Context: an optimization exercise on an open-source flow, tuned for small area, a short achievable clock period and few clock cycles. The choices shown serve that exercise and are no tape-out recipe. Only simulation tests tie the RTL to the original design; equivalence was not proved. No activity file was given, so power comes from the tool's default toggle rates.

== beta ==
==> flow/design.v (excerpt) <==
module processor(
    input wire logic       clk,
    input wire logic       reset_i,
    output      logic        sel_o,
    output      logic [31:0] addr_o,
    output      logic        we_o,
    output      logic [3:0]  wr_mask_o,
    input  wire logic [31:0] data_in_i,
    output      logic [31:0] data_out_o,
    input  wire logic        ack_i
    );
Settings: LEC_CHECK=0, CAP_MARGIN=20, CORE_MARGIN=2, CORE_UTILIZATION=50, SLEW_MARGIN=20; clock period 10.0 ns.
standard.sh (not shown) runs the stock make flow with config.mk's settings and CLKGATE_MAP_FILE= SYNTH_SCRIPT=/design/flow/synth_recipe.tcl, a recipe that flattens the netlist after the stock synthesis.
==> flow/flow/run.sh <==
#!/bin/bash
# Standard ORFS layout (the standard.sh) with these changes, all within
# the design's SDC and clock period:
#  - timing repair aimed below the clock period, held to the worst endpoint;
#  - port buffers start as buf_2 (repair may resize them);
#  - clock tree built from clkbuf_8 in clusters of up to 16 sinks, without
#    dummy loads.
set -euo pipefail
bash standard.sh \
  SETUP_SLACK_MARGIN=6.5 \
  TNS_END_PERCENT=0 \
  "BUFFER_PORTS_ARGS=-buffer_cell sky130_fd_sc_hd__buf_2" \
  "CTS_ARGS=-sink_clustering_enable -repair_clock_nets -dont_use_dummy_load -sink_clustering_size 16 -sink_clustering_max_diameter 50 -buf_list {sky130_fd_sc_hd__clkbuf_8}" \
  finish > orfs_make.log 2>&1
Testbench counts of beta, summed over its fixed seeds: cycles 107,048.
The following lists how delta was set up differently from beta:
Settings: CORE_UTILIZATION now 40, was 50.
Notes after the runs:
delta ended with more post-cts sizing count than beta. delta: count of clock-buffer cells in the layout 15 below beta. Changes observed in delta relative to beta: count of inserted tapcells shows an increase of about 25%, sequential share of layout area went down by 0.90 points, via count now sits higher, global-route wire length before repair moved up. Comparing setup slack for beta and delta, the smaller number came from beta. Worst supply voltage drop on vdd of delta falls short of that of beta by more than 10%. The total length of routed wires was comparable across beta and delta. Re finished layout cell area: beta was lower than delta.


Setup of run 1:
Starting RTL as in the previous note.
clock: 10.0 ns
lec_check: 0
cap_margin: 20
core_margin: 2
core_utilization: 40
cts_buf_list: sky130_fd_sc_hd__clkbuf_8
cts_cluster_diameter: 50
cts_cluster_size: 16
setup_slack_margin: 5
slew_margin: 20
tns_end_percent: 0
run.sh (not shown) runs the stock make flow with config.mk's settings and CLKGATE_MAP_FILE= SYNTH_SCRIPT=/design/flow/synth_recipe.tcl, a recipe that flattens the netlist after the stock synthesis.
Stock flow here: none of the scripts above is used.
Testbench counts of run 1, summed over its fixed seeds: cycles 107,048.
Inputs modified between run 1 and run 2:
# run 1
export LEC_CHECK = 0
export CAP_MARGIN = 20
export CORE_MARGIN = 2
export CORE_UTILIZATION = 40
export CTS_BUF_LIST = sky130_fd_sc_hd__clkbuf_8
export CTS_CLUSTER_DIAMETER = 50
export CTS_CLUSTER_SIZE = 16
export SETUP_SLACK_MARGIN = 5
export SLEW_MARGIN = 20
export TNS_END_PERCENT = 0
create_clock -name core_clock -period 10.0 [get_ports {clk}]
# run 2
export LEC_CHECK = 0
export CAP_MARGIN = 20
export CORE_MARGIN = 2
export CORE_UTILIZATION = 40
export SLEW_MARGIN = 20
create_clock -name core_clock -period 10.0 [get_ports {clk}]
==> flow/flow/run.sh (new file) <==
#!/bin/bash
# Standard ORFS layout (the standard.sh) with these changes, all within
# the design's SDC and clock period:
#  - timing repair aimed below the clock period, held to the worst endpoint;
#  - port buffers start as buf_2 (repair may resize them);
#  - clock tree built from clkbuf_4/clkbuf_8, without dummy loads.
set -euo pipefail
bash standard.sh \
  SETUP_SLACK_MARGIN=6.8 \
  TNS_END_PERCENT=0 \
  "BUFFER_PORTS_ARGS=-buffer_cell sky130_fd_sc_hd__buf_2" \
  "CTS_ARGS=-sink_clustering_enable -repair_clock_nets -dont_use_dummy_load -buf_list {sky130_fd_sc_hd__clkbuf_4 sky130_fd_sc_hd__clkbuf_8}" \
  finish > orfs_make.log 2>&1
==> flow/standard.sh (new file) <==
#!/bin/bash
# synth_recipe.tcl (not shown) runs the flow's synth.tcl, then flattens the netlist and writes it again
# the make line also repeats each setting of config.mk as NAME=value (left out here)
make -C /OpenROAD-flow-scripts/flow DESIGN_CONFIG=/design/flow/config.mk WORK_HOME=/design/flow/orfs CLKGATE_MAP_FILE= SYNTH_SCRIPT=/design/flow/synth_recipe.tcl "${@:-finish}"
removed: flow/run.sh
Findings:
No stage failed in run 2, and the final checks on the layout all came back clean.
Worst path required time: run 2 and run 1 compared, higher one is run 1
Going from run 1 to run 2, the final worst slack was found to have gone up by 1.33 ns.
On run 2: worst hold path stage count is 2 lower than what run 1 gave.
Against run 1, the final cell area of run 2 is higher.
Comparing run 2 and run 1, the lower layout filler cell count is on run 2.
Delta (run 2 minus run 1): overall power consumption up 3.7%; final design utilization up 2.1 points; setup fix buffers added after clock tree synthesis up 116; critical path depth up 2.
For run 1, the critical path start-end classification was reg -> reg, unlike run 2, where it was in -> reg.
diff inputs: run 2 => run 3
--- a/flow/flow/run.sh
+++ b/flow/flow/run.sh
@@ -9 +9 @@
-  SETUP_SLACK_MARGIN=6.8 \
+  SETUP_SLACK_MARGIN=6.5 \
[summary]
Any difference in flip-flop and latch area between run 2 and run 3 is small enough to ignore.
Number of CTS-inserted buffers came out exactly the same in run 3 and run 2.
Diff run 3..run 2 | final critical delay including setup and external delays | unchanged
Compared with run 2, in run 3 unique cell type count in the Yosys netlist closely matched the old numbers; sequential share of layout area closely matched the old numbers; number of logic inverters in the finished layout closely matched the old numbers; standby leakage power closely matched the old numbers; clock-buffer cell count closely matched the old numbers.
[inputs] run 4 vs run 3
--- a/flow/flow/run.sh
+++ b/flow/flow/run.sh
@@ -3,0 +4 @@
+#  - placement not routability-driven;
@@ -6 +7,2 @@
-#  - clock tree built from clkbuf_4/clkbuf_8, without dummy loads.
+#  - clock tree built from clkbuf_8 in clusters of up to 16 sinks, without
+#    dummy loads.
@@ -10,0 +13 @@
+  GPL_ROUTABILITY_DRIVEN=0 \
@@ -12 +15 @@
-  "CTS_ARGS=-sink_clustering_enable -repair_clock_nets -dont_use_dummy_load -buf_list {sky130_fd_sc_hd__clkbuf_4 sky130_fd_sc_hd__clkbuf_8}" \
+  "CTS_ARGS=-sink_clustering_enable -repair_clock_nets -dont_use_dummy_load -sink_clustering_size 16 -sink_clustering_max_diameter 50 -buf_list {sky130_fd_sc_hd__clkbuf_8}" \
Findings:
Fmax of run 4 falls short of that of run 3 slightly. Compared with run 3, in run 4 post-DP HPWL went down by 3200 um, total design power fell 0.99 mW, clock period minus worst slack now sits higher, combinational share of power went up.

[port drivers added, routing unchanged]
In the flow no input, the clock included, has a driving cell. The finished layouts below were timed again as built, in two steps. Step 1: set_driving_cell puts a clkbuf_16 on clk and a buf_2 on each other input, an assumption about the parent block. Step 2 adds t to the input delays and takes it off the output delays; t is the mean of the earliest and latest rising clock arrival at the registers after step 1. Input paths then give back, and output paths get back, about the clock's delay inside the block. a / b / c = ideal ports / drivers / drivers and shift; a / b = the first two.
run | shift t [ns] | slack for setup (ns) | worst register clock-pin slew, ns | worst data-port slew with drivers (ns)
beta | 0.938 | 6.073 / 6.120 / 5.182 | 0.10 / 0.10 | 0.04
delta | 0.891 | 6.165 / 6.211 / 5.320 | 0.11 / 0.11 | 0.07
run 1 | 0.952 | 4.864 / 4.864 / 3.997 | 0.11 / 0.11 | 0.06
run 2 | 0.949 | 6.190 / 6.222 / 5.277 | 0.07 / 0.07 | 0.07
run 3 | 0.949 | 6.190 / 6.222 / 5.277 | 0.07 / 0.07 | 0.07
run 4 | 0.906 | 6.165 / 6.165 / 5.293 | 0.10 / 0.10 | 0.07
After both steps setup and hold are still met in every run listed.
